Background: an optimization exercise with open tools, aiming at a short achievable clock period and few clock cycles. Do not read the settings as production practice.
Only simulation tests tie the RTL to the original design; equivalence was not proved.
Power and IR drop assume default switching activity.

File: run.sh
#!/bin/bash
# synth_recipe.tcl (not shown) runs the flow's synth.tcl, then flattens the netlist and writes it again
# the make line also repeats each setting of config.mk as NAME=value (left out here)
make -C /OpenROAD-flow-scripts/flow DESIGN_CONFIG=/design/flow/config.mk WORK_HOME=/design/flow/orfs CLKGATE_MAP_FILE= SYNTH_SCRIPT=/design/flow/synth_recipe.tcl finish
File: config.mk
export PLATFORM = sky130hd
export DESIGN_NAME = top
export DESIGN_NICKNAME = top
export VERILOG_FILES = /design/flow/design.v
export SDC_FILE = /design/flow/constraint.sdc
export NUM_CORES = 4
export LEC_CHECK = 0
export CAP_MARGIN = 20
export CORE_MARGIN = 2
export CORE_UTILIZATION = 40
export SLEW_MARGIN = 20
File: constraint.sdc
create_clock -name core_clock -period 8.0 [get_ports {clk}]
set_input_delay 1.6000 -clock core_clock [delete_from_list [all_inputs] [get_ports {clk}]]
set_output_delay 1.6000 -clock core_clock [all_outputs]
set_load 0.01 [all_outputs]
File: design.v
module alu (a, b, sel, out, zero, pos);
	input [7:0] a, b;		 
	input [1:0] sel;		 
	output reg [7:0] out;	 
	output reg zero, pos;	 
	always @ (*) begin 
		case(sel)
			2'b00: begin  
				out = a + b;
				if(a == 0) zero = 1;
				else zero = 0;
				if(a > 0) pos = 1;
				else pos = 0;
			end
			2'b01: begin  
				out = a - b;
				if(a == 0) zero = 1;
				else zero = 0;
				if(a > 0) pos = 1;
				else pos = 0;
			end
			2'b10: begin  
				out = a & b;
				if(a == 0) zero = 1;
				else zero = 0;
				if(a > 0) pos = 1;
				else pos = 0;
			end
			default: begin  
				out = a;
				if(a == 0) zero = 1;
				else zero = 0;
				if(a > 0) pos = 1;
				else pos = 0;
			end
		endcase
	end
endmodule
module buff(
	output reg [7:0] result, 	 
	input[7:0] a, 				 
	input buf1					 
);
	always @(*)
		if(buf1 == 1)
			result = a;
		else 
			result = 8'b0000_0000;	 
endmodule
module flopr(
	input clk, clear, load,	 
	input [7:0] d,			 
	output reg [7:0] q		 
);
	always @(posedge clk, posedge clear)
		if(clear) q <= 0;
		else if(load) q <= d;
endmodule
module incrementer (input [4:0] a, output [4:0] y);
	assign y = a + 1;  
endmodule
module mux2w5(
	input [4:0] d0, d1,	 
	input s, 			 
	output [4:0] y		 
);
	assign y = s ? d1 : d0;
endmodule
module mux2w8(
	input [7:0] d0, d1,	 
	input s, 			 
	output [7:0] y		 
);
	assign y = s ? d1 : d0;
endmodule
module programCounter(
	input clk, clear, load,	 
	input [4:0] d,			 
	output reg [4:0] q		 
);
	always @(posedge clk, posedge clear)
		if(clear) q <= 0;
		else if(load) q <= d;
endmodule
module controller(
	input clk, reset, start,		 
	input [7:0] instr,				 
	output PCSrc,
	output reg PCWrite, IorD, MemWrite, 
	output reg IRWrite, OutWrite,
	output reg [1:0] AccSrc, ALUControl,
	output reg AccWrite,
	output reg InAck,				 
	output Halted,					 
	input zero, pos					 
);
	reg branch;
	reg [4:0] state;
	reg [4:0] nextstate;
	parameter S0 = 0;  
	parameter S1 = 1;
	parameter S2 = 2;
	parameter S3 = 3;
	parameter S4 = 4;
	parameter S5 = 5;
	parameter S6 = 6;
	parameter S7 = 7;
	parameter S8 = 8;
	parameter S9 = 9;
	parameter S10 = 10;
	parameter S11 = 11;
	always @(posedge clk, posedge reset)
		if(reset) state <= S0;
		else state <= nextstate;
	always @(*) begin
	PCWrite = 1'b0;
	IorD = 1'b0;
	MemWrite = 1'b0;
	IRWrite = 1'b0;
	OutWrite = 1'b0;
	AccSrc = 2'b00;
	ALUControl = 2'b00;
	AccWrite = 1'b0;
	InAck = 1'b0;
	branch = 1'b0;
	nextstate = S0;
	case(state)
		S0: begin
			if(start) begin
				IRWrite = 1'b1;
				nextstate = S1;
			end
			else nextstate = S0;
		end
		S1: begin
			PCWrite = 1'b1;
			if(instr[7:5] == 3'b000) nextstate = S2;  
			if(instr[7:5] == 3'b001) nextstate = S3;  
			if(instr[7:5] == 3'b010) nextstate = S4;  
			if(instr[7:5] == 3'b011) nextstate = S5;  
			if(instr[7:5] == 3'b100) nextstate = S6;  
			if(instr[7:5] == 3'b101) nextstate = S7;  
			if(instr[7:5] == 3'b110) nextstate = S8;  
			if(instr[7:3] == 5'b11100) nextstate = S9;  
			if(instr[7:3] == 5'b11101) nextstate = S10;  
			if(instr[7:4] == 4'b1111) nextstate = S11;  
		end
		S2: begin  
			IorD = 1'b1;
			AccWrite = 1'b1;
			AccSrc = 2'b01;
			nextstate = S0;
		end
		S3: begin  
			IorD = 1'b1;
			MemWrite = 1'b1;
			nextstate = S0;
		end
		S4: begin  
			IorD = 1'b1;
			ALUControl = 2'b00;
			AccSrc = 2'b00;
			AccWrite = 1'b1;
			nextstate = S0;
		end
		S5: begin  
			IorD = 1'b1;
			ALUControl = 2'b01;
			AccSrc = 2'b00;
			AccWrite = 1'b1;
			nextstate = S0;
		end
		S6: begin  
			IorD = 1'b1;
			ALUControl = 2'b10;
			AccSrc = 2'b00;
			AccWrite = 1'b1;
			nextstate = S0;
		end
		S7: begin  
			PCWrite = zero;
			branch = 1'b1;
			nextstate = S0;
		end
		S8: begin  
			PCWrite = pos;
			branch = 1'b1;
			nextstate = S0;
		end
		S9: begin  
			AccSrc = 2'b10;
			AccWrite = 1'b1;
			InAck = 1'b1;
			nextstate = S0;
		end
		S10: begin  
			OutWrite = 1'b1;
			nextstate = S0;
		end
		S11: begin  
			nextstate = S11;
		end
		default: nextstate = S0;
	endcase
	end
	assign PCSrc = branch;
	assign Halted = (state == S11);
endmodule
module datapath(
	input clk, reset,					 
	input PCWrite, IorD, PCSrc,			 
	input IRWrite, AccWrite, OutWrite,	 
	input [1:0] AccSrc, ALUControl,		 
	output zero, pos,					 
	output [4:0] PC,					 
	input [7:0] memOut, inFromOutside,	 
	output [7:0] IROut,					 
	output [7:0] AccOut, outToOutside	 
);
	wire [4:0] pcRegIn, pcRegOut, PCplus1;
	wire [7:0] accMUX1out, accMUX2out, accIn;
	wire [7:0] ALUOut;
	mux2w5 pcMUX(PCplus1, IROut[4:0], PCSrc, pcRegIn);
	programCounter pcReg(clk, reset, PCWrite, pcRegIn, pcRegOut);
	incrementer PCadd(pcRegOut, PCplus1);
	mux2w5 memAddrIn(pcRegOut, IROut[4:0], IorD, PC);
	flopr instrReg(clk, reset, IRWrite, memOut, IROut);
	mux2w8 accMUX1(ALUOut, memOut, AccSrc[0], accMUX1out);
	mux2w8 accMUX2(inFromOutside, 8'b0, AccSrc[0], accMUX2out);
	mux2w8 accMUX(accMUX1out, accMUX2out, AccSrc[1], accIn);
	flopr accumulator(clk, reset, AccWrite, accIn, AccOut);
	alu ALU(AccOut, memOut, ALUControl, ALUOut, zero, pos);
	buff outBuff(outToOutside, AccOut, OutWrite);
endmodule
module mem(
	input CLK,			 
	input [4:0] addr, 	 
	input [7:0] WD,		 
	input WE,			 
	input LWE,			 
	input [4:0] LA,		 
	input [7:0] LD,		 
	output [7:0] RD		 
);
	reg [7:0] RAM[31:0];  
	assign RD = RAM[addr];
	always @(posedge CLK)
		if(LWE) RAM[LA] <= LD;
		else if(WE) RAM[addr] <= WD;
endmodule
module microProc(
	input clk, reset, start,			 
	output [4:0] PC,					 
	input [7:0] inFromOutside, memOut,	 
	output OutWrite, MemWrite,
	output InAck, Halted,				 
	output [7:0] AccOut, outToOutside
);
	wire PCWrite, IorD, PCSrc, IRWrite, AccWrite;
	wire [1:0] ALUControl, AccSrc;
	wire zero, pos;
	wire [7:0] IROut;
	controller CU(
		clk, reset, start, IROut, PCSrc, PCWrite, 
		IorD, MemWrite, IRWrite, OutWrite, AccSrc, 
		ALUControl, AccWrite, InAck, Halted, zero, pos
	);
	datapath DP(
		clk, reset, PCWrite, IorD, PCSrc, 
		IRWrite, AccWrite, OutWrite,
		AccSrc, ALUControl, zero, pos, PC, 
		memOut, inFromOutside, IROut,
		AccOut, outToOutside
	);
endmodule
module top(
	input clk, reset, start,					 
	input [7:0] inFromOutside,					 
	input load_we,								 
	input [4:0] load_addr,						 
	input [7:0] load_data,						 
	output [7:0] AccOut, outToOutside,			 
	output OutWrite,							 
	output InAck,								 
	output Halted,								 
	output MemWrite,							 
	output [4:0] MemAddr,						 
	output [7:0] MemData						 
);
	wire [7:0] memOut;
	wire [4:0] PC;
	microProc mp(
		clk, reset, start, PC, inFromOutside, memOut, 
		OutWrite, MemWrite, InAck, Halted, AccOut, outToOutside
	);
	mem memory(clk, PC, AccOut, MemWrite, load_we, load_addr, load_data, memOut);
	assign MemAddr = PC;
	assign MemData = AccOut;
endmodule
==> flow_summary.toml, run 1 <==
[outcome]
status = "finished clean"

[timing]
period_needed_ns = 6.39
max_freq_mhz = 157
whs_ns = 0.633
setup_viol = 0
setup_tns_ns = 0
relSlewSlack_pct = 25.8
finalCritPeriodShare_pct = 79.8
fin_skew_ns = 0.0262
final_hold_viol_count = 0
slew_viol_final = 0
rsz0062_at_grt = "false"
timing_worst_slew_pin_value_ns = 1.11
setup_ws_ns = 1.61

[logic_synthesis]
synth_edf_count = 256
ys_async_sr_fraction_pct = 8.90
yosysTopAreaCellShare_pct = 59.9
synth.avg_cell_area_um2 = 12.2
synthCells = 1054
synth_cell_types = 78
ys_seq_area_share_pct = 64.8
syn_area_mm2 = 0.0128
yosys-top-cells-area = "edfxtp_1 60%, nand2_1 5.4%, dfrtp_1 4.9%"
synth_top_flop_cell = "edfxtp_1"
yosys_warnings = 6
synth_seq_cells = 281
syn_nets = 1091
synth_area_leader_cell = "edfxtp_1"

[global_route]
grt_first_pass_wirelength_mm = 55.9
gr-total-overflow = 0
grt_pass1_vias = 8670
gr-usage-all-layers_pct = 22.1
antenna_found_initial = 0
grt_max_degree = 56

[place]
io_buffers = 57
place.gp.congestion = 0.852
dp_hpwl_mm = 23.7
placed_cell_area_mm2 = 0.0137
post-place-ws_ns = 1.69

[clock_tree]
cts_hold_buffers = 0
cts_buffers = 30
cts_tree = "done"
htreeDepth = 1
clock_path_buffers = 3
post_cts_buffers = 0
clock-sinks = 281
clk_latency_ns = 0.58
post_cts_resized = 0
clk_pin_slew_ns = 0.07
cts_root_buffer = "clkbuf_16"

[drt]
drt-met1-wl_mm = 16.4
drt_pass1_iterations = 5
viasPerCell = 5.99
drc = 0
antenna_left = 0
vias = 9079
wl_per_cell_um = 24.6
drt_iter0_drc = 1073
drt_wl_total_mm = 37.3
top_layer_used = "met4"
route.met3.wl_mm = 3.07
dr_wl_met2_mm = 16.8

[flow_run]
maxCapViolCount = 0

[cells_and_area]
area_growth_pct = 15.4
nets = 1129
final_common_cell = "edfxtp_1"
final_cell_mix = "256 x edfxtp_1, 182 x nand2_1, 58 x nor2_1"
drive_above_1_share_pct = 8.08
n_antenna_cell = 0
final_area_mm2 = 0.0148

[power]
power_mw = 7.06
powerDensity_mw_per_mm2 = 477
vdd_drop_max_mv = 0.261
power.leakage_nw = 5.16

[setup_path]
required_ns = 8.45
cp-end-kind = "register"
crit_type = "reg2reg"
worst_ep_arrival_time_ns = 6.83
path_max_fanout = 44
critPathLaunchType = "register"

[worst_hold_path]
hold_path.class = "reg2reg"

[floorplan]
die_h_um = 183
chipWidth_um = 183
core_mm2 = 0.0316
rows = 65
start_util_pct = 40.7
ios = 58
die-area_mm2 = 0.0335
logic make-up after synthesis:
family,after synthesis,synth area share (%)
AO/OA/AOI/OAI,227,12.6
adder cells (fa/ha/maj),12,1.23
multiplexers,34,2.69
XOR/XNOR,14,0.956
flip-flops,281,64.8
buffers and inverters,92,3.51
AND/OR/NAND/NOR,394,14.2
flip-flops by register name (all words and copies together), names as in the netlist:
register / flops
memory.RAM: 256
mp.DP.accumulator.q: 8
mp.DP.instrReg.q: 8
mp.DP.pcReg.q: 5
mp.CU.state: 4
report_power, final:
group / total (mW) / switching (mW) / internal (mW)
sequential: 1.85 / 0.148 / 1.71
combinational: 3.72 / 2.34 / 1.39
clock: 1.48 / 0.580 / 0.901
metrics by stage:
step | utilization [%] | std cells
after detailed placement | 43.6 | 1462
after CTS | 46.9 | 1516
after global placement | 43.5 | 1462
after floorplan | - | 1054
final | 46.9 | 1516
after global routing | 46.9 | 1516
critical path, stage by stage (launching register included):
cell and delay, ns:
dfrtp_1 0.82, nand2_1 0.32, a311oi_1 0.39, nand2_2 0.30, inv_1 0.26, buf_4 0.54
a2111oi_0 0.14, a2111oi_0 0.76, a22oi_1 0.22, o311a_2 0.24, xor2_1 0.27, ha_1 0.28
a21o_1 0.16, a21o_1 0.20, a21oi_1 0.16, o21bai_1 0.11, a21o_1 0.19, a21oi_1 0.17
xnor2_1 0.16, xnor2_1 0.10, xnor2_1 0.17, o311a_1 0.29
layer usage:
layer,global-route usage (%),vias to the layer above
li1,-,4072
met1,32.9,4484
met2,34.0,456
met3,2.96,67
met4,6.66,0
met5,0,-
layout make-up:
| type | count | area, µm² |
|---|---|---|
| flip-flops and latches | 281 | 8310 |
| inverters | 18 | 70.1 |
| repair buffers | 80 | 743 |
| clock inverters | 16 | 253 |
| fillers | 2858 | 16700 |
| well taps | 402 | 503 |
| multi-input cells | 681 | 4120 |
| clock buffers | 38 | 801 |
cells in the mapped netlist, types with 4 or more instances:
library cell and instances:
edfxtp_1 256, nand2_1 183, nor2_1 59, nand3_1 48
a21oi_1 47, and3_1 35, buf_2 31, mux2i_1 30
a211oi_1 29, o21ai_0 28, clkbuf_1 25, dfrtp_1 25
a31oi_1 16, inv_1 16, a2111oi_0 14, and2_1 12
a311oi_1 11, buf_4 11, ha_1 11, nand4_1 11
nor3_1 11, a32oi_1 9, xnor2_1 9, nand2b_1 8
o22ai_1 7, a21o_1 6, a22oi_1 6, o32ai_1 5
xor2_1 5, buf_1 4, nor2b_1 4, nor3b_1 4
nor4_1 4
path summary, 6_finish.rpt:
check | startpoint | to | slack (ns) | cells past startpoint
worst max register to register | mp.CU.state[1] | mp.DP.accumulator.q[7] | 1.61 | 21
worst min-delay path | mp.DP.instrReg.q[0] | mp.DP.instrReg.q[0] | 0.63 | 2
worst min register to register | mp.DP.instrReg.q[0] | mp.DP.instrReg.q[0] | 0.63 | 2
worst max-delay path | mp.CU.state[1] | mp.DP.accumulator.q[7] | 1.61 | 21
max in group asynchronous | reset | mp.DP.pcReg.q[4] | 6.17 | 2
min in group asynchronous | reset | mp.DP.accumulator.q[7] | 1.44 | 2
Testbench counts, summed over its fixed seeds: cycles 31,917.
==> run 2, diff against run 1 <==
==> design.v (replaced) <==
module top(
	input clk, reset, start,
	input [7:0] inFromOutside,
	input load_we,
	input [4:0] load_addr,
	input [7:0] load_data,
	output [7:0] AccOut, outToOutside,
	output OutWrite,
	output InAck,
	output Halted,
	output MemWrite,
	output [4:0] MemAddr,
	output [7:0] MemData
);
	reg [7:0] RAM [0:31];
	reg [7:0] IR;		 
	reg [4:0] PC;		 
	reg [7:0] acc;
	reg outw_r, memw_r, inack_r, halt_r;
	reg [7:0] out_r, md_r;
	reg [4:0] ma_r;
	wire [4:0] a = IR[4:0];
	wire [7:0] opnd = RAM[a];
	wire [7:0] imem = RAM[PC];
	wire is_load  = IR[7:5] == 3'b000;
	wire is_store = IR[7:5] == 3'b001;
	wire is_add   = IR[7:5] == 3'b010;
	wire is_sub   = IR[7:5] == 3'b011;
	wire is_and   = IR[7:5] == 3'b100;
	wire is_jz    = IR[7:5] == 3'b101;
	wire is_jpos  = IR[7:5] == 3'b110;
	wire is_in    = IR[7:3] == 5'b11100;
	wire is_out   = IR[7:3] == 5'b11101;
	wire is_halt  = IR[7:4] == 4'b1111;
	wire accz = (acc == 8'd0);
	wire taken = (is_jz & accz) | (is_jpos & ~accz);
	wire exec = start & ~is_halt & ~(is_in & inack_r);
	wire fwd = is_store & (a == PC);
	wire [7:0] ir_next = taken ? opnd : (fwd ? acc : imem);
	wire [4:0] pc_next = (taken ? a : PC) + 5'd1;
	wire next_halt = ir_next[7:4] == 4'b1111;
	reg [7:0] acc_next;
	always @(*) begin
		case (1'b1)
			is_load: acc_next = opnd;
			is_add:  acc_next = acc + opnd;
			is_sub:  acc_next = acc - opnd;
			is_and:  acc_next = acc & opnd;
			is_in:   acc_next = inFromOutside;
			default: acc_next = acc;
		endcase
	end
	always @(posedge clk)
		if (load_we) RAM[load_addr] <= load_data;
		else if (!reset && is_store) RAM[a] <= acc;
	always @(posedge clk)
		if (reset) IR <= (load_we && load_addr == 5'd0) ? load_data : RAM[0];
		else if (exec) IR <= ir_next;
	always @(posedge clk, posedge reset)
		if (reset) begin
			PC <= 5'd1;
			acc <= 8'd0;
			outw_r <= 1'b0; memw_r <= 1'b0; inack_r <= 1'b0; halt_r <= 1'b0;
			out_r <= 8'd0; md_r <= 8'd0; ma_r <= 5'd0;
		end else begin
			outw_r <= exec & is_out;
			out_r <= (exec & is_out) ? acc : 8'd0;
			memw_r <= exec & is_store;
			if (exec & is_store) begin
				ma_r <= a;
				md_r <= acc;
			end
			inack_r <= exec & is_in;
			if (exec) begin
				acc <= acc_next;
				PC <= pc_next;
			end
			halt_r <= halt_r | (start & is_halt) | (exec & next_halt);
		end
	assign AccOut = acc;
	assign outToOutside = out_r;
	assign OutWrite = outw_r;
	assign MemWrite = memw_r;
	assign MemAddr = ma_r;
	assign MemData = md_r;
	assign InAck = inack_r;
	assign Halted = halt_r;
endmodule
--- a/config.mk
+++ b/config.mk
@@ -9,3 +9,4 @@
 export CORE_MARGIN = 2
 export CORE_UTILIZATION = 40
+export SETUP_SLACK_MARGIN = 5
 export SLEW_MARGIN = 20
==> run 2 against run 1 <==
  * Non-clock buffer count grew 104
  * Wire length up 26%
  * Maximum frequency up 70%
  * Critical path depth is 5 lower
  * First-iteration DRC count is 16% lower
  * Largest cell class unchanged
  * Largest power group unchanged
  * Highest routed layer unchanged
==> flow_summary.toml, run 2 <==
[outcome]
status = "finished clean"

[setup_path]
crit_type = "reg2reg"
path_max_fanout = 6
worst_ep_arrival_time_ns = 4.17
cp-end-kind = "register"
cpPeakStageDelay_ns = 0.54
required_ns = 8.42
critPathLaunchType = "register"
cpMaxStageDelayCell = "mux4_2"
crit_top_cell = "buf_6"
path_cells = "buf_12 > buf_6 > mux4_2 > mux4_2 > mux2_4 > buf_6 > buf_6 > ha_4 > nor2b_4 > o21ai_2 > a21oi_2 > o21ai_2 > and4_1 > nor3_2 > a311oi_2 > o31ai_1"

[logic_synthesis]
synthCells = 971
yosys_warnings = 1
ys_seq_area_share_pct = 57.5
yosys-top-cells-area = "edfxtp_1 51%, mux4_2 22%, dfrtp_1 5.9%"
synth_seq_cells = 307
synth.avg_cell_area_um2 = 16.1
syn_nets = 1017
ys_async_sr_fraction_pct = 12.4
synth_area_leader_cell = "edfxtp_1"
synth_top_flop_cell = "edfxtp_1"
syn_area_mm2 = 0.0156
post-synth-top-count-cell = "edfxtp_1"
synth_cell_types = 66
yosysTopAreaCellShare_pct = 50.8
synth_common_cells = "264 x edfxtp_1, 153 x mux4_2, 63 x nor2_1"
synth_edf_count = 264

[cells_and_area]
final_cell_mix = "264 x edfxtp_1, 153 x mux4_2, 88 x buf_4"
finish.utilization_pct = 51.6
final_area_mm2 = 0.0199
n_antenna_cell = 0
final_common_cell = "edfxtp_1"
drive_above_1_share_pct = 42.6
area_growth_pct = 27.4
largest_reg_flops = 256
regMostFlops = "RAM"
instances_no_fill = 1670
nets = 1174

[power]
power_mw = 7.91
powerDensity_mw_per_mm2 = 398
p_seq_share_pct = 26.4
intPower_mw = 4.92
vdd_drop_max_mv = 0.221
switchingPower_mw = 2.99
swShare_pct = 37.8
power_frac_clock_pct = 20.2
combPwrFrac_pct = 53.5
power.leakage_nw = 6.98

[place]
io_buffers = 57
place_inst = 1497
placed_cell_area_mm2 = 0.0171
post-place-ws_ns = 3.31
dp_hpwl_mm = 29.2
place.gp.congestion = 0.898

[timing]
fin_skew_ns = 0.0144
setup_viol = 0
setup_tns_ns = 0
relSlewSlack_pct = 35.8
max_freq_mhz = 266
setup_ws_ns = 4.25
slew_viol_final = 0
whs_ns = 0.498
finalCritPeriodShare_pct = 46.9
timing_worst_slew_pin_value_ns = 0.960
rsz0062_at_grt = "true"
final_hold_viol_count = 0
period_needed_ns = 3.75

[clock_tree]
cts_root_buffer = "clkbuf_16"
htreeDepth = 2
clock-sinks = 307
clk_pin_slew_ns = 0.06
cts_tree = "done"
cts_hold_buffers = 0
clk_latency_ns = 0.54
clock_path_buffers = 3
cts_buffers = 36

[global_route]
gr-usage-all-layers_pct = 23.2
grt_first_pass_wirelength_mm = 68.3
gr-total-overflow = 0
grt_pass1_vias = 9952
antenna_found_initial = 0
grt_max_degree = 49

[floorplan]
start_util_pct = 40.5
core_mm2 = 0.0386
die_h_um = 202
chipWidth_um = 202
die-area_mm2 = 0.0406
rows = 72
ios = 58

[worst_hold_path]
hold_path.class = "reg2reg"

[drt]
drc = 0
drt_pass1_iterations = 6
wl_per_cell_um = 28.2
viasPerCell = 6.06
drt_wl_total_mm = 47.1
vias = 10122
drt_iter0_drc = 902
antenna_left = 0

[flow_run]
maxCapViolCount = 0
[run 2: per-layer routing]
layer  GRT usage (%)  share of wire, %  wire length, µm
met2            36.6                48            22400
met3            5.52               7.7             3630
met5               0                 0                0
met4            8.72               3.9             1860
met1            31.4                41            19200
[run 2: repair_timing]
item | 4_1_cts | 5_1_grt
pin swaps | 36 | 40
resized for setup | 143 | 59
gates cloned | 4 | 1
setup endpoints to repair | 559 | 351
buffers inserted | 74 | 32
endpoints found under the hold margin | 0 | 0
[run 2: layout make-up]
type                    instances  area, µm²
fillers                      3206      18700
flip-flops and latches        307       9000
multi-input cells             575       7040
repair buffers                184       1960
clock buffers                  44        962
well taps                     518        648
clock inverters                18        174
inverters                      24       90.1
[run 2: path summary, 6_finish.rpt]
path	from	to	slack, ns	cells past startpoint
setup / recovery	register	acc[5]	4.25	16
max in group asynchronous	reset	PC[1]	6.25	3
min in group asynchronous	reset	PC[3]	1.28	3
setup reg to reg	register	acc[5]	4.25	16
hold reg to reg	ma_r[0]	ma_r[0]	0.50	1
hold / removal	ma_r[0]	ma_r[0]	0.50	1
[run 2: worst max-delay path: cells and delay by family, from the launching register on]
kind                     cells  cell delay (ns)
AO/OA/AOI/OAI                5             0.80
adder cells (fa/ha/maj)      1             0.15
buffers and inverters        4             0.51
flip-flops                   1             0.36
multiplexers                 3             1.38
AND/OR/NAND/NOR              3             0.42
[run 2: power groups by stage]
stage / Sequential [mW] / Combinational, mW / Clock, mW
after global placement: 2.30 / 2.95 / 0
after CTS: 2.11 / 3.85 / 1.61
after floorplan: 2.05 / 2.33 / 0
after detailed placement: 2.31 / 2.96 / 0
after global routing: 2.10 / 4.45 / 1.68
final: 2.08 / 4.23 / 1.59
[run 2: kinds of logic (layout without fill, tap and decap cells)]
logic type               after synthesis  after routing  share of synthesized area, %
multiplexers                         200            200                          25.3
flip-flops                           307            307                          57.5
adder cells (fa/ha/maj)               21             21                          1.78
buffers and inverters                 89            270                          2.74
AND/OR/NAND/NOR                      184            184                          5.48
AO/OA/AOI/OAI                        157            157                          6.38
XOR/XNOR                              13             13                         0.730
Testbench counts of run 2, summed over its fixed seeds: cycles 10,676.
==> run 3, diff against run 2 <==
--- a/config.mk
+++ b/config.mk
@@ -9,4 +9,3 @@
 export CORE_MARGIN = 2
 export CORE_UTILIZATION = 40
-export SETUP_SLACK_MARGIN = 5
 export SLEW_MARGIN = 20
==> run 3 against run 2 <==
  * Still clean on timing, DRC and antenna
  * Maximum frequency shrank 23%
  * Setup slack worse by 1.1 ns
  * Clock skew increased by 0.0070 ns
  * Area after synthesis stayed put
  * Cell area down 10%
  * Register-to-register slack got worse by 1.1 ns
  * Global-route usage down 0.91 points
==> flow_summary.toml, run 3 <==
[logic_synthesis]
synthCells = 971
synth_seq_cells = 307
ys_async_sr_fraction_pct = 12.4
yosysTopAreaCellShare_pct = 50.8
yosys-top-cells-area = "edfxtp_1 51%, mux4_2 22%, dfrtp_1 5.9%"
post-synth-top-count-cell = "edfxtp_1"
synth_area_leader_cell = "edfxtp_1"
yosys_warnings = 1
syn_nets = 1017
synth_edf_count = 264
synth_cell_types = 66
syn_area_mm2 = 0.0156
synth_top_flop_cell = "edfxtp_1"
synth_common_cells = "264 x edfxtp_1, 153 x mux4_2, 63 x nor2_1"
ys_seq_area_share_pct = 57.5
synth.avg_cell_area_um2 = 16.1

[timing]
timing_worst_slew_pin_value_ns = 1.09
setup_viol = 0
whs_ns = 0.504
fin_skew_ns = 0.0214
slew_viol_final = 0
max_freq_mhz = 206
relSlewSlack_pct = 27.0
period_needed_ns = 4.86
setup_tns_ns = 0
setup_ws_ns = 3.14
finalCritPeriodShare_pct = 60.7
final_hold_viol_count = 0
rsz0062_at_grt = "false"

[cells_and_area]
area_growth_pct = 14.3
final_common_cell = "edfxtp_1"
fillCellCount = 3343
finish.utilization_pct = 46.3
drive_above_1_share_pct = 25.7
largest_reg_flops = 256
n_antenna_cell = 0
regMostFlops = "RAM"
final_cell_mix = "264 x edfxtp_1, 153 x mux4_2, 63 x nor2_1"
nets = 1066

[clock_tree]
post_cts_buffers = 0
cts_tree = "done"
clk_latency_ns = 0.53
cts_root_buffer = "clkbuf_16"
clock_path_buffers = 3
post_cts_resized = 0
cts_buffers = 34
htreeDepth = 2
clock-sinks = 307
cts_hold_buffers = 0
clk_pin_slew_ns = 0.06

[power]
swShare_pct = 37.5
power.leakage_nw = 5.97
power_frac_clock_pct = 23.3
combPwrFrac_pct = 43.0
intPower_mw = 4.27
powerDensity_mw_per_mm2 = 382
switchingPower_mw = 2.55
p_seq_share_pct = 33.7
vdd_drop_max_mv = 0.198

[setup_path]
path_max_fanout = 31
reg2regPathDepth = 13
cp-end-kind = "register"
r2r-end = "acc[7]"
critPathLaunchType = "register"
r2r_slack_ns = 3.14
crit_type = "reg2reg"
crit_buf_inv = 1
cpMaxStageDelayCell = "dfxtp_4"
cpPeakStageDelay_ns = 0.77
crit_family = "multiplexers"
required_ns = 8.40
crit_end = "acc[7]"
worst_ep_arrival_time_ns = 5.26
crit_cells = 13
path_cells = "buf_4 > mux4_2 > mux4_2 > mux2i_4 > ha_1 > nor2b_1 > o21ai_0 > a21boi_0 > o41ai_1 > mux2i_1 > a21oi_1 > o21ai_0 > a221o_1"

[outcome]
status = "finished clean"

[flow_run]
maxCapViolCount = 0

[floorplan]
core_mm2 = 0.0386
die-area_mm2 = 0.0406
start_util_pct = 40.5
die_h_um = 202
ios = 58
rows = 72
chipWidth_um = 202

[drt]
antenna_left = 0
drt_iter0_drc = 1147
drc = 0
wl_per_cell_um = 28.6
vias = 9614
viasPerCell = 6.15
drt_wl_total_mm = 44.7
drt_pass1_iterations = 6

[global_route]
grt_pass1_vias = 9453
antenna_found_initial = 1
grt_max_degree = 61
gr-total-overflow = 0
grt_first_pass_wirelength_mm = 65.7
gr-usage-all-layers_pct = 22.3

[worst_hold_path]
hold_path.class = "reg2reg"
hold_start = "halt_r"

[place]
io_buffers = 57
post-place-ws_ns = 2.79
place.gp.congestion = 0.881
dp_hpwl_mm = 31.1
==> run 3: cell counts after synthesis <==
Identical to the previous run, type by type.
==> run 3: layout make-up <==
| class | count | area (µm²) | area share, % |
|---|---|---|---|
| flip-flops and latches | 307 | 8990 | 50.4 |
| multi-input cells | 575 | 6230 | 34.9 |
| inverters | 24 | 90.1 | 0.505 |
| clock buffers | 44 | 970 | 5.44 |
| well taps | 518 | 648 | 3.63 |
| clock inverters | 17 | 164 | 0.919 |
| repair buffers | 78 | 748 | 4.19 |
==> run 3: logic make-up (layout without fill, tap and decap cells) <==
group                    Yosys count  in the layout  share of synthesized area, %
AND/OR/NAND/NOR                  184            184                          5.48
adder cells (fa/ha/maj)           21             21                          1.78
flip-flops                       307            307                          57.5
AO/OA/AOI/OAI                    157            157                          6.38
buffers and inverters             89            163                          2.74
XOR/XNOR                          13             13                         0.730
multiplexers                     200            200                          25.3
==> run 3: worst min-delay path by stage <==
stage | depth (start not counted) | endpoint | slack [ns]
2_1_floorplan | 2 | halt_r | 0.51
3_3_place_gp | 1 | md_r[4] | 0.49
3_5_place_dp | 2 | halt_r | 0.49
4_1_cts | 2 | halt_r | 0.50
5_1_grt | 2 | halt_r | 0.53
6_report | 2 | halt_r | 0.50
==> run 3: tightest hold or removal path: stages, from the launching register on <==
cell and delay [ns]:
dfrtp_1 0.35, a41oi_1 0.06, o31ai_1 0.06
==> run 3: metal layers <==
layer	track usage [%]	share of wire [%]	up-vias
li1	-	-	4041
met1	31.7	42	4989
met2	34.0	46	498
met3	5.26	9.3	82
met4	7.33	3.1	4
met5	0	0.067	-
==> run 3: through the flow <==
step / std cells / area [µm²] / power [mW]
CTS: 1562 / 17800 / 6.81
floorplan: 971 / 15600 / 4.29
finish: 1563 / 17800 / 6.82
global route: 1563 / 17800 / 7.14
detailed placement: 1501 / 16700 / 5.22
global placement: 1501 / 16700 / 5.22
==> run 3: power by group through the flow <==
| stage | combinational [mW] | sequential (mW) | clock [mW] |
|---|---|---|---|
| floorplan | 2.24 | 2.04 | 0 |
| global placement | 2.88 | 2.34 | 0 |
| detailed placement | 2.88 | 2.34 | 0 |
| CTS | 2.90 | 2.30 | 1.61 |
| global route | 3.13 | 2.34 | 1.68 |
| finish | 2.93 | 2.30 | 1.59 |
==> run 4, diff against run 3 <==
--- a/config.mk
+++ b/config.mk
@@ -6,6 +6,9 @@
 export NUM_CORES = 4
 export LEC_CHECK = 0
+export ABC_CLOCK_PERIOD_IN_PS = 2000
 export CAP_MARGIN = 20
 export CORE_MARGIN = 2
 export CORE_UTILIZATION = 40
+export SETUP_SLACK_MARGIN = 5
 export SLEW_MARGIN = 20
+export TNS_END_PERCENT = 100
==> run 4 against run 3 <==
  * Sequential cell count unchanged
  * Largest cell class unchanged
  * Area after synthesis unchanged
  * Still clean
  * Sequential power decreased by 9.6%
  * Synthesized cell count unchanged
  * Non-clock buffer count increased by 106
  * Clock power about the same
  * Worst hold slack got worse by 0.0057 ns
  * Total power increased by 16%
  * Register-to-register slack improved by 1.1 ns
==> flow_summary.toml, run 4 <==
[outcome]
status = "finished clean"

[setup_path]
required_ns = 8.42
crit_top_cell = "buf_6"
worst_ep_arrival_time_ns = 4.17
crit_buf_inv = 4
cp-end-kind = "register"
crit_type = "reg2reg"
r2r_slack_ns = 4.25
path_cells = "buf_12 > buf_6 > mux4_2 > mux4_2 > mux2_4 > buf_6 > buf_6 > ha_4 > nor2b_4 > o21ai_2 > a21oi_2 > o21ai_2 > and4_1 > nor3_2 > a311oi_2 > o31ai_1"
crit_family = "multiplexers"
path_max_fanout = 6
cpPeakStageDelay_ns = 0.54
cpMaxStageDelayCell = "mux4_2"
critPathLaunchType = "register"

[logic_synthesis]
syn_nets = 1017
synth_xor_area_share_pct = 0.730
synth_area_leader_cell = "edfxtp_1"
synth_top_family_by_area = "multiplexers"
yosys_warnings = 1
synth_common_cells = "264 x edfxtp_1, 153 x mux4_2, 63 x nor2_1"
synth_edf_count = 264
synthMuxAreaShare_pct = 25.3
synth.avg_cell_area_um2 = 16.1
yosysTopAreaCellShare_pct = 50.8
syn_area_mm2 = 0.0156
yosys.area_share.adder_pct = 1.78
synthSimpleGateAreaFrac_pct = 5.48
ys_seq_area_share_pct = 57.5
synth_top_flop_cell = "edfxtp_1"
synth_seq_cells = 307
post-synth-top-count-cell = "edfxtp_1"
synthCells = 971
synth_cell_types = 66
synth_compound_area_share_pct = 6.38
ys_async_sr_fraction_pct = 12.4
yosys-top-cells-area = "edfxtp_1 51%, mux4_2 22%, dfrtp_1 5.9%"

[cells_and_area]
drive_above_1_share_pct = 42.6
final_cell_mix = "264 x edfxtp_1, 153 x mux4_2, 88 x buf_4"
fillCellCount = 3206
nets = 1174
largest_reg_flops = 256
area_growth_pct = 27.4
final_common_cell = "edfxtp_1"
seqCellArea_mm2 = 0.00900
multiInputGateArea_mm2 = 0.00704
regMostFlops = "RAM"
n_antenna_cell = 0

[timing]
final_hold_viol_count = 0
relSlewSlack_pct = 35.8
whs_ns = 0.498
fin_skew_ns = 0.0144
slew_viol_final = 0
finalCritPeriodShare_pct = 46.9
setup_viol = 0
period_needed_ns = 3.75
max_freq_mhz = 266
setup_tns_ns = 0
timing_worst_slew_pin_value_ns = 0.960
rsz0062_at_grt = "true"

[floorplan]
rows = 72
die_h_um = 202
start_util_pct = 40.5
die-area_mm2 = 0.0406
ios = 58
chipWidth_um = 202
core_mm2 = 0.0386

[clock_tree]
cts_buffers = 36
clock_path_buffers = 3
clk_latency_ns = 0.54
cts_root_buffer = "clkbuf_16"
htreeDepth = 2
clk_pin_slew_ns = 0.06
cts_tree = "done"
clock-sinks = 307
cts_hold_buffers = 0

[drt]
drt_pass1_iterations = 6
drt_wl_total_mm = 47.1
vias = 10122
drt_iter0_drc = 902
viasPerCell = 6.06
drc = 0
antenna_left = 0
wl_per_cell_um = 28.2

[power]
vdd_drop_max_mv = 0.221
power.leakage_nw = 6.98
powerDensity_mw_per_mm2 = 398

[global_route]
gr-usage-all-layers_pct = 23.2
antenna_found_initial = 0
grt_first_pass_wirelength_mm = 68.3
grt_max_degree = 49
gr-total-overflow = 0
grt_pass1_vias = 9952

[place]
io_buffers = 57
dp_hpwl_mm = 29.2
place.gp.congestion = 0.898

[worst_hold_path]
hold_path.class = "reg2reg"

[flow_run]
maxCapViolCount = 0
==> run 4: cell types whose count changed in the layout (fill, tap and decap cells not counted), sizes merged <==
cell	change
dlymetal6s2s	+11
clkinvlp	+2
clkdlybuf4s50	-38
bufinv	-1
dlygate4sd2	+24
clkbuf	+2
buf	+107
==> run 4: final timing paths <==
kind                       startpoint  endpoint  depth (start not counted)
setup / recovery             register    acc[5]                         16
hold / removal                ma_r[0]   ma_r[0]                          1
setup reg to reg             register    acc[5]                         16
hold reg to reg               ma_r[0]   ma_r[0]                          1
max in group asynchronous       reset     PC[1]                          3
min in group asynchronous       reset     PC[3]                          3
==> run 4: area by class of cell <==
class / count / share of cell area [%]
tap: 518 / 3.26
timing repair buffer: 184 / 9.87
clock buffer: 44 / 4.84
inverter: 24 / 0.453
sequential: 307 / 45.3
multi-input combinational: 575 / 35.4
clock inverter: 18 / 0.875
==> run 4: where the power goes <==
part	internal [mW]	switching [mW]
clock network	0.928	0.666
logic	2.07	2.16
registers	1.92	0.162
total	4.92	2.99
==> run 4: cells by family (layout without fill, tap and decap cells) <==
family / Yosys count / in the layout
DFF: 307 / 307
AOI/OAI and AO/OA: 157 / 157
xor gates and xnor gates: 13 / 13
and+or+nand+nor: 184 / 184
buffers and inverters: 89 / 270
muxes: 200 / 200
adders and majority gates: 21 / 21
==> run 4: worst reg2reg max path, stage by stage (launching register included) <==
cell and delay [ns]:
dfxtp_4 0.36, buf_12 0.15, buf_6 0.13, mux4_2 0.51, mux4_2 0.54, mux2_4 0.33
buf_6 0.13, buf_6 0.12, ha_4 0.16, nor2b_4 0.12, o21ai_2 0.14, a21oi_2 0.09
o21ai_2 0.20, and4_1 0.25, nor3_2 0.05, a311oi_2 0.25, o31ai_1 0.12
==> run 4: per-layer routing <==
| layer | global-route usage, % | vias to the layer above | routed length (µm) |
|---|---|---|---|
| met5 | 0 | - | 0 |
| met4 | 8.72 | 0 | 1860 |
| met3 | 5.52 | 104 | 3630 |
| met2 | 36.6 | 411 | 22400 |
| met1 | 31.4 | 5309 | 19200 |
| li1 | - | 4298 | - |
==> run 4: per-stage QoR <==
step | std cells | area, µm² | util, % | power, mW | setup WS (ns)
after floorplan | 971 | 16200 | - | 4.38 | 4.56
after global placement | 1497 | 17100 | 44.3 | 5.25 | 3.35
after detailed placement | 1497 | 17100 | 44.3 | 5.27 | 3.31
after CTS | 1637 | 19400 | 50.3 | 7.57 | 4.37
after global routing | 1670 | 19900 | 51.6 | 8.24 | 4.16
final | 1670 | 19900 | 51.6 | 7.91 | 4.25
==> run 4: timing repair <==
item                                    in CTS  in global routing
buffers inserted                            74                 32
endpoints found under the setup margin     559                351
endpoints found under the hold margin        0                  0
gates cloned                                 4                  1
gates resized for setup                    143                 59
pin swaps                                   36                 40
==> run 5, diff against run 4 <==
--- a/design.v
+++ b/design.v
@@ -15,12 +15,24 @@
 	reg [7:0] RAM [0:31];
 	reg [7:0] IR;		 
-	reg [4:0] PC;		 
+	reg [31:0] aoh;		 
+	reg [31:0] poh;		 
 	reg [7:0] acc;
 	reg outw_r, memw_r, inack_r, halt_r;
 	reg [7:0] out_r, md_r;
 	reg [4:0] ma_r;
+	function [31:0] onehot(input [4:0] x);
+		onehot = 32'd1 << x;
+	endfunction
 	wire [4:0] a = IR[4:0];
-	wire [7:0] opnd = RAM[a];
-	wire [7:0] imem = RAM[PC];
+	reg [7:0] opnd, imem;
+	integer i;
+	always @(*) begin
+		opnd = 8'd0;
+		imem = 8'd0;
+		for (i = 0; i < 32; i = i + 1) begin
+			opnd = opnd | (RAM[i] & {8{aoh[i]}});
+			imem = imem | (RAM[i] & {8{poh[i]}});
+		end
+	end
 	wire is_load  = IR[7:5] == 3'b000;
 	wire is_store = IR[7:5] == 3'b001;
@@ -36,28 +48,35 @@
 	wire taken = (is_jz & accz) | (is_jpos & ~accz);
 	wire exec = start & ~is_halt & ~(is_in & inack_r);
-	wire fwd = is_store & (a == PC);
+	wire fwd = is_store & |(aoh & poh);
 	wire [7:0] ir_next = taken ? opnd : (fwd ? acc : imem);
-	wire [4:0] pc_next = (taken ? a : PC) + 5'd1;
+	wire [31:0] fa = taken ? aoh : poh;
+	wire [31:0] poh_next = {fa[30:0], fa[31]};
 	wire next_halt = ir_next[7:4] == 4'b1111;
-	reg [7:0] acc_next;
-	always @(*) begin
-		case (1'b1)
-			is_load: acc_next = opnd;
-			is_add:  acc_next = acc + opnd;
-			is_sub:  acc_next = acc - opnd;
-			is_and:  acc_next = acc & opnd;
-			is_in:   acc_next = inFromOutside;
-			default: acc_next = acc;
-		endcase
-	end
+	wire [7:0] sum = acc + opnd;
+	wire [7:0] dif = acc - opnd;
+	wire [7:0] acc_next =
+		({8{is_load}} & opnd) |
+		({8{is_add}} & sum) |
+		({8{is_sub}} & dif) |
+		({8{is_and}} & (acc & opnd)) |
+		({8{is_in}} & inFromOutside) |
+		({8{~(is_load | is_add | is_sub | is_and | is_in)}} & acc);
+	integer j;
 	always @(posedge clk)
-		if (load_we) RAM[load_addr] <= load_data;
-		else if (!reset && is_store) RAM[a] <= acc;
+		for (j = 0; j < 32; j = j + 1)
+			if (load_we && load_addr == j) RAM[j] <= load_data;
+			else if (!reset && is_store && aoh[j]) RAM[j] <= acc;
+	wire [7:0] ir0 = (load_we && load_addr == 5'd0) ? load_data : RAM[0];
 	always @(posedge clk)
-		if (reset) IR <= (load_we && load_addr == 5'd0) ? load_data : RAM[0];
-		else if (exec) IR <= ir_next;
+		if (reset) begin
+			IR <= ir0;
+			aoh <= onehot(ir0[4:0]);
+		end else if (exec) begin
+			IR <= ir_next;
+			aoh <= onehot(ir_next[4:0]);
+		end
 	always @(posedge clk, posedge reset)
 		if (reset) begin
-			PC <= 5'd1;
+			poh <= 32'd2;
 			acc <= 8'd0;
 			outw_r <= 1'b0; memw_r <= 1'b0; inack_r <= 1'b0; halt_r <= 1'b0;
@@ -74,5 +93,5 @@
 			if (exec) begin
 				acc <= acc_next;
-				PC <= pc_next;
+				poh <= poh_next;
 			end
 			halt_r <= halt_r | (start & is_halt) | (exec & next_halt);
--- a/config.mk
+++ b/config.mk
@@ -6,5 +6,4 @@
 export NUM_CORES = 4
 export LEC_CHECK = 0
-export ABC_CLOCK_PERIOD_IN_PS = 2000
 export CAP_MARGIN = 20
 export CORE_MARGIN = 2
@@ -12,3 +11,2 @@
 export SETUP_SLACK_MARGIN = 5
 export SLEW_MARGIN = 20
-export TNS_END_PERCENT = 100
==> run 5 against run 4 <==
  * Area after synthesis up 25%
  * Die area increased by 24%
  * Synthesized cell count is 75% higher
  * Combinational power fell by 5.7%
  * Critical path depth down 1
  * Sequential share of layout area down 2.5 points
  * Wire length grew 130%
  * Clock power increased by about 20%
  * Critical path type unchanged
  * Critical endpoint is now acc[4]
  * Largest cell class unchanged
==> flow_summary.toml, run 5 <==
[flow_run]
maxCapViolCount = 0

[cells_and_area]
fillCellCount = 4199
regMostFlops = "RAM"
seqCellArea_mm2 = 0.0105
multiInputGateArea_mm2 = 0.00914
largest_reg_flops = 256
final_common_cell = "edfxtp_1"
instances_no_fill = 2469
final_area_mm2 = 0.0246
area_growth_pct = 26.5
finish.utilization_pct = 51.4
nets = 1863
drive_above_1_share_pct = 33.9
final_cell_mix = "296 x edfxtp_1, 241 x a22oi_1, 179 x mux2_2"
top_regs = "RAM (256), aoh (32), poh (32)"

[power]
vdd_drop_max_mv = 0.192
powerDensity_mw_per_mm2 = 358
power.leakage_nw = 9.08

[logic_synthesis]
synthCells = 1704
synth_compound_area_share_pct = 18.0
ys_seq_area_share_pct = 54.0
synth_top_family_by_area = "compound AO/OA/AOI/OAI gates"
synth_seq_cells = 361
ys_async_sr_fraction_pct = 18.0
post-synth-top-count-cell = "edfxtp_1"
yosysTopAreaCellShare_pct = 45.6
synthSimpleGateAreaFrac_pct = 10.4
syn_area_mm2 = 0.0195
yosys.area_share.adder_pct = 1.30
synth_edf_count = 296
synth_xor_area_share_pct = 0.405
yosys_warnings = 2
synth_area_leader_cell = "edfxtp_1"
synthMuxAreaShare_pct = 12.0
synth_top_flop_cell = "edfxtp_1"
synth.avg_cell_area_um2 = 11.4
yosys-top-cells-area = "edfxtp_1 46%, mux2_2 10%, a22oi_1 9.8%"
synth_common_cells = "296 x edfxtp_1, 254 x a22oi_1, 179 x mux2_2"
synth_cell_types = 61
syn_nets = 1748

[place]
place.gp.congestion = 1.07
placed_cell_area_mm2 = 0.0208
io_buffers = 57
dp_hpwl_mm = 70.1
place_inst = 2271

[timing]
relSlewSlack_pct = 32.1
max_freq_mhz = 286
rsz0062_at_grt = "true"
slew_viol_final = 0
setup_tns_ns = 0
fin_skew_ns = 0.0339
timing_worst_slew_pin_value_ns = 1.02
period_needed_ns = 3.50
final_hold_viol_count = 0
whs_ns = 0.498
setup_viol = 0
finalCritPeriodShare_pct = 43.7

[clock_tree]
cts_root_buffer = "clkbuf_16"
clk_latency_ns = 0.59
clk_pin_slew_ns = 0.07
clock-sinks = 361
cts_hold_buffers = 0
clock_path_buffers = 3
cts_tree = "done"
cts_buffers = 41
htreeDepth = 2

[global_route]
gr-usage-all-layers_pct = 42.8
gr-total-overflow = 0
antenna_found_initial = 5
grt_max_degree = 70
grt_first_pass_wirelength_mm = 145
grt_pass1_vias = 16451

[floorplan]
core_mm2 = 0.0479
chipWidth_um = 225
ios = 58
start_util_pct = 40.6
die_h_um = 225
rows = 80
die-area_mm2 = 0.0505

[setup_path]
critPathLaunchType = "register"
crit_type = "reg2reg"
required_ns = 8.46
path_max_fanout = 11
cp-end-kind = "register"
worst_ep_arrival_time_ns = 3.96

[worst_hold_path]
hold_path.class = "reg2reg"

[outcome]
status = "finished clean"

[drt]
viasPerCell = 7.25
drt_pass1_iterations = 7
vias = 17904
drc = 0
wl_per_cell_um = 44.3
antenna_left = 0
drt_iter0_drc = 3300
drt_wl_total_mm = 109
==> run 5: changes by cell type in the layout (fill, tap and decap cells not counted), sizes merged, moves of 50 or more <==
cell	previous run	this run
a22oi	14	254
mux2	18	179
mux4	153	0
nand2	55	176
o21ai	40	137
nand4	2	64
buf	128	178
==> run 5: critical path, cell delays in order, from the launching register on <==
cell and delay (ns):
edfxtp_1 0.37, buf_4 0.23, a22oi_2 0.34, nand4_1 0.36
nor4_4 0.40, inv_2 0.10, ha_4 0.18, inv_2 0.05
fa_2 0.18, nor2b_1 0.05, o21ai_1 0.18, nor3b_2 0.20
nor2_1 0.06, a222oi_1 0.30, o221ai_1 0.17, a22o_1 0.20
==> run 5: logic make-up (layout without fill, tap and decap cells) <==
logic type	after synthesis	in the layout
AO/OA/AOI/OAI	498	498
XOR/XNOR	9	9
adder cells (fa/ha/maj)	19	19
buffers and inverters	198	345
flip-flops	361	361
multiplexers	211	211
other	0	3
AND/OR/NAND/NOR	408	408
==> run 5: worst paths after layout <==
check / startpoint / slack [ns] / cells after the start / endpoint
max: aoh[29] / 4.50 / 15 / acc[4]
min: md_r[0] / 0.50 / 1 / md_r[0]
max reg2reg: aoh[29] / 4.50 / 15 / acc[4]
min reg2reg: md_r[0] / 0.50 / 1 / md_r[0]
max in group asynchronous: reset / 6.52 / 2 / poh[10]
min in group asynchronous: reset / 1.09 / 2 / poh[19]
==> run 5: routing by layer <==
metal | share of wire (%) | wire (µm) | track usage (%)
met5 | 0.021 | 23 | 0
met2 | 41 | 45000 | 61.5
met1 | 37 | 40200 | 54.9
met3 | 14 | 15100 | 15.4
met4 | 8.4 | 9210 | 26.7
==> run 5: cell type report <==
class	count	share of cell area, %
Clock buffer	53	4.52
Timing Repair inverter	1	0.0355
Multi-Input combinational cell	1145	37.1
Clock inverter	22	0.792
Sequential cell	361	42.8
Inverter	27	0.518
Antenna cell	3	0.0305
Tap cell	615	3.12
Timing Repair Buffer	242	11.2
==> run 5: repair_timing <==
item	4_1_cts	5_1_grt
pin swaps	37	48
hold endpoints to repair	0	0
resized for setup	260	93
buffers inserted	79	24
gates cloned	14	2
setup endpoints to repair	628	211
==> run 5: through the flow <==
stage	power [mW]	setup slack (ns)
CTS	8.38	4.68
global placement	5.88	3.12
global route	8.92	4.46
finish	8.82	4.50
floorplan	4.45	4.54
detailed placement	5.90	3.08
==> run 5: power breakdown <==
group	switching [mW]	total (mW)	internal, mW
clock	0.830	1.91	1.08
sequential	0.475	2.92	2.44
combinational	2.42	3.99	1.57
Testbench counts of run 5, summed over its fixed seeds: cycles 10,676.

separate check: timing with driven ports:
No port has a modelled driver above. Below, the same layouts with a new extraction and two added sets of constraints.
Step 1, drivers: a clkbuf_16 drives clk and a buf_2 each remaining input, both assumed.
Step 2 moves the port delays by t, midway between the first and last clock arrival at a register: inputs arrive t later, outputs are due t later. That takes back most of the time a late clock gives input paths.
Slacks: ideal / step 1 / step 2; pairs: ideal / step 1.
| run | shift t [ns] | setup slack, ns | cell pins on the clock port's net |
|---|---|---|---|
| run 1 | 0.614 | 1.612 / 1.612 / 1.612 | 1 |
| run 2 | 0.591 | 4.246 / 4.246 / 4.246 | 1 |
| run 3 | 0.575 | 3.142 / 3.142 / 2.885 | 1 |
| run 4 | 0.591 | 4.246 / 4.246 / 4.246 | 1 |
| run 5 | 0.639 | 4.501 / 4.501 / 4.296 | 1 |
After both steps setup and hold are still met in every run listed. For run 3, which loses most, drivers alone change the setup slack by 0.000 ns; drivers and shift together by -0.257 ns.
